This is an optimization exercise on Yosys and OpenROAD, whose aim is small area, a short achievable clock period and few clock cycles, not a production implementation. RTL that was checked went through simulation tests only; none was proved equivalent to the original.

== main ==
==> flow/design.v (excerpt) <==
module exponent (clock, reset_n, enable, x, a, p, ready);
    input logic clock, reset_n, enable;
    input logic [31:0] x, a;
    output logic [31:0] p;
    output logic ready;
    logic [31:0] b;       
    logic [28:0] e;       
    logic busy;
    logic [31:0] np, nb;
    assign p = ~np;
    assign b = ~nb;
    wire [31:0] s = b | (x & {32{~busy}});
    wire last = (e[28:1] == 28'd0);
    wire keep = reset_n & (busy ? ~last : (ready & enable));
    wire a_ge32 = |a[31:5];
    wire a_ge16 = |a[31:4];
    wire a_ge11 = a_ge16 | (a[3] & (a[2] | (a[1] & a[0])));
    wire a_ge8 = |a[31:3];
    wire a_ge7 = a_ge8 | (&a[2:0]);
    wire a_ge6 = a_ge8 | (&a[2:1]);
    wire a_ge5 = a_ge8 | (a[2] & (a[1] | a[0]));
    wire a_ge4 = |a[31:2];
    wire a_ge3 = a_ge4 | (&a[1:0]);
    wire a_ge2 = |a[31:1];
    wire a_ge1 = |a;
    wire zero = (~x[0] & a_ge32) | (~|x[1:0] & a_ge16) | (~|x[2:0] & a_ge11)
  ...
clock: 10.0 ns
lec_check: 0
cap_margin: 20
core_margin: 2
core_utilization: 40
place_density: 0.6
setup_slack_margin: 3.5
slew_margin: 20
synth_hierarchical: 1
run.sh (not shown) runs the stock make flow with config.mk's settings and CLKGATE_MAP_FILE= SYNTH_SCRIPT=/design/flow/synth_recipe.tcl, a recipe that flattens the netlist after the stock synthesis.
main completed every stage of the flow, and the final layout passed the timing, design-rule and antenna checks.
Testbench counts of main, summed over its fixed seeds: cycles 2,126.
[inputs] the feature branch vs main
--- a/flow/design.v
+++ b/flow/design.v
@@ -1,42 +1,24 @@
 `timescale 1ps/1ps
 module exponent (clock, reset_n, enable, x, a, p, ready);
     input logic clock, reset_n, enable;
     input logic [31:0] x, a;
     output logic [31:0] p;
     output logic ready;
     logic [31:0] b;       
-    logic [28:0] e;       
+    logic [30:0] e;       
     logic busy;
-    logic [31:0] np, nb;
-    assign p = ~np;
-    assign b = ~nb;
     wire [31:0] s = b | (x & {32{~busy}});
-    wire last = (e[28:1] == 28'd0);
+    wire last = (e[30:1] == 31'd0);
     wire keep = reset_n & (busy ? ~last : (ready & enable));
-    wire a_ge32 = |a[31:5];
-    wire a_ge16 = |a[31:4];
-    wire a_ge11 = a_ge16 | (a[3] & (a[2] | (a[1] & a[0])));
-    wire a_ge8 = |a[31:3];
-    wire a_ge7 = a_ge8 | (&a[2:0]);
-    wire a_ge6 = a_ge8 | (&a[2:1]);
-    wire a_ge5 = a_ge8 | (a[2] & (a[1] | a[0]));
-    wire a_ge4 = |a[31:2];
-    wire a_ge3 = a_ge4 | (&a[1:0]);
-    wire a_ge2 = |a[31:1];
-    wire a_ge1 = |a;
-    wire zero = (~x[0] & a_ge32) | (~|x[1:0] & a_ge16) | (~|x[2:0] & a_ge11)
-              | (~|x[3:0] & a_ge8) | (~|x[4:0] & a_ge7) | (~|x[5:0] & a_ge6)
-              | (~|x[6:0] & a_ge5) | (~|x[7:0] & a_ge4) | (~|x[10:0] & a_ge3)
-              | (~|x[15:0] & a_ge2) | (~|x & a_ge1);
     wire [31:0] sq;       
     wire [31:0] pr;       
     wire sq_1;
     wire sq_2;
     wire sq_3;
     wire sq_4;
     wire sq_5;
     wire sq_6;
     wire sq_7;
     wire sq_8;
     wire sq_9;
     wire sq_10;
@@ -3754,42 +3736,42 @@
     assign pr[21] = pm_p0_21 ^ pm_g5_20;
     assign pr[22] = pm_p0_22 ^ pm_g5_21;
     assign pr[23] = pm_p0_23 ^ pm_g5_22;
     assign pr[24] = pm_p0_24 ^ pm_g5_23;
     assign pr[25] = pm_p0_25 ^ pm_g5_24;
     assign pr[26] = pm_p0_26 ^ pm_g5_25;
     assign pr[27] = pm_p0_27 ^ pm_g5_26;
     assign pr[28] = pm_p0_28 ^ pm_g5_27;
     assign pr[29] = pm_p0_29 ^ pm_g5_28;
     assign pr[30] = pm_p0_30 ^ pm_g5_29;
     assign pr[31] = pm_p0_31 ^ pm_g5_30;
     always @(posedge clock) begin
-        nb <= ~(sq & {32{keep}});
-        e <= busy ? (e >> 1) : a[29:1];
+        b <= sq & {32{keep}};
+        e <= busy ? (e >> 1) : a[31:1];
     end
     always @(posedge clock) begin
         if (!reset_n) begin
             busy <= 1'b0;
             ready <= 1'b0;
         end else if (busy) begin
-            if (e[0]) np <= ~pr;
+            if (e[0]) p <= pr;
             if (last) begin
                 busy <= 1'b0;
                 ready <= 1'b1;
             end
         end else if (!ready) begin
             ready <= 1'b1;
         end else if (enable) begin
             ready <= 1'b0;
-            busy <= ~zero;
-            np <= ~(zero ? 32'd0 : a[0] ? x : 32'd1);
+            busy <= 1'b1;
+            p <= a[0] ? x : 32'd1;
         end
     end
 endmodule
 module exp_fa (input a, input b, input c, output s, output co);
     assign s = a ^ b ^ c;
     assign co = (a & b) | (a & c) | (b & c);
 endmodule
 module exp_ha (input a, input b, output s, output co);
     assign s = a ^ b;
     assign co = a & b;
 endmodule
## What came out
main and the feature branch ended up with nearly the same setup clock skew after layout.
Between main and the feature branch, the clock sink count is lower for main.
The final reports for the feature branch and main show xor/xnor share of the synthesized area lower in the former.
Taking main as the reference, in the feature branch routability congestion estimate fell by 0.042; routed wire length ~0 delta.
Looking at standard cell core area across both flows, the feature branch is the weaker of the two, with main ahead.
For the feature branch, only the layout was checked, not whether the RTL still works.

---

Another version of the RTL of exponent (not shown whole).
Size in the first run: roughly 96 flip-flops, roughly 100 I/O pins, ~0.032 mm^2 of cells after synthesis.
==> module exponent, before the edit <==
module exponent (clock, reset_n, enable, x, a, p, ready);
    input logic clock, reset_n, enable;
    input logic [31:0] x, a;
    output logic [31:0] p;
    output logic ready;
    logic [31:0] b;       
    logic [30:0] e;       
    logic busy;
    wire [31:0] sq_in = busy ? b : x;
    wire [31:0] sq = sq_in * sq_in;
    wire [31:0] pr = p * b;
    always @(posedge clock) begin
        if (!reset_n) begin
            busy <= 1'b0;
            ready <= 1'b0;
        end else if (busy) begin
            if (e[0]) p <= pr;
            b <= sq;
            e <= e >> 1;
            if (e[30:1] == 31'd0) begin
                busy <= 1'b0;
                ready <= 1'b1;
            end
        end else if (!ready) begin
            ready <= 1'b1;
        end else if (enable) begin
            ready <= 1'b0;
            busy <= 1'b1;
            p <= a[0] ? x : 32'd1;
            b <= sq;
            e <= a[31:1];
        end
    end
endmodule
Settings: LEC_CHECK=0, CAP_MARGIN=20, CORE_MARGIN=2, CORE_UTILIZATION=40, PLACE_DENSITY=0.6, SLEW_MARGIN=20; clock period 10.0 ns.
The starting point passed the timing, design-rule and antenna checks.
==> next run, changes <==
==> flow/design.v (replaced) <==
`timescale 1ps/1ps
module exponent (clock, reset_n, enable, x, a, p, ready);
    input logic clock, reset_n, enable;
    input logic [31:0] x, a;
    output logic [31:0] p;
    output logic ready;
    logic [31:0] b;       
    logic [30:0] e;       
    logic busy, mulph;
    wire [31:0] m = (mulph ? p : b) * b;
    always @(posedge clock) begin
        if (!reset_n) begin
            busy <= 1'b0;
            ready <= 1'b0;
        end else if (busy) begin
            if (mulph) begin
                p <= m;
                e <= e >> 1;
                mulph <= 1'b0;
                if (e[30:1] == 31'd0) begin
                    busy <= 1'b0;
                    ready <= 1'b1;
                end
            end else if (e == 31'd0) begin
                busy <= 1'b0;
                ready <= 1'b1;
            end else begin
                b <= m;
                if (e[0]) mulph <= 1'b1;
                else e <= e >> 1;
            end
        end else if (!ready) begin
            ready <= 1'b1;
        end else if (enable) begin
            ready <= 1'b0;
            busy <= 1'b1;
            mulph <= 1'b0;
            p <= a[0] ? x : 32'd1;
            b <= x;
            e <= a[31:1];
        end
    end
endmodule
The changed run ran to the end with no violations.
Synthesized cell count came out lower by well over a third.
Area after synthesis fell by well over a third.
Wire length came out lower by a quarter to a third.
Hold slack gets worse by 0.098 ns.
Final area came out lower by well over a third.
Via count came out lower by a quarter to a third.
Non-clock buffer count went down by 87.
Die area shrinks by well over a third.
Function was not checked in any run of this note: the RTL went through the layout flow alone.

[port drivers added, routing unchanged]
In the flow no input, the clock included, has a driving cell. The finished layouts below were timed again as built, in two steps. Step 1 assumes that a clkbuf_16 drives the clock port and a buf_2 every other input. Step 2, shift: input delay + t, output delay - t, t = (earliest + latest rising clock arrival at the registers) / 2. This alone moves slack from input paths to output paths. Three values: ideal ports, drivers, drivers and shift; two values: the first two.
run | t, ns | setup WS [ns] | worst setup path after step 2 | worst slew at a driven data input, ns
main | 0.405 | 3.505 / 3.483 / 3.078 | input to register | 0.10
the feature branch | 0.405 | 3.435 / 3.443 / 3.038 | input to register | 0.06
the first run of note 2 | 0.414 | 0.406 / 0.406 / -0.009 | input to register | 0.07
the second run of note 2 | 0.396 | 1.133 / 1.133 / 1.133 | register to register | 0.10
With both steps, setup timing fails in the first run of note 2, where it was met with ideal ports. For main, which loses most, drivers alone change the setup slack by -0.022 ns; drivers and shift together by -0.427 ns.
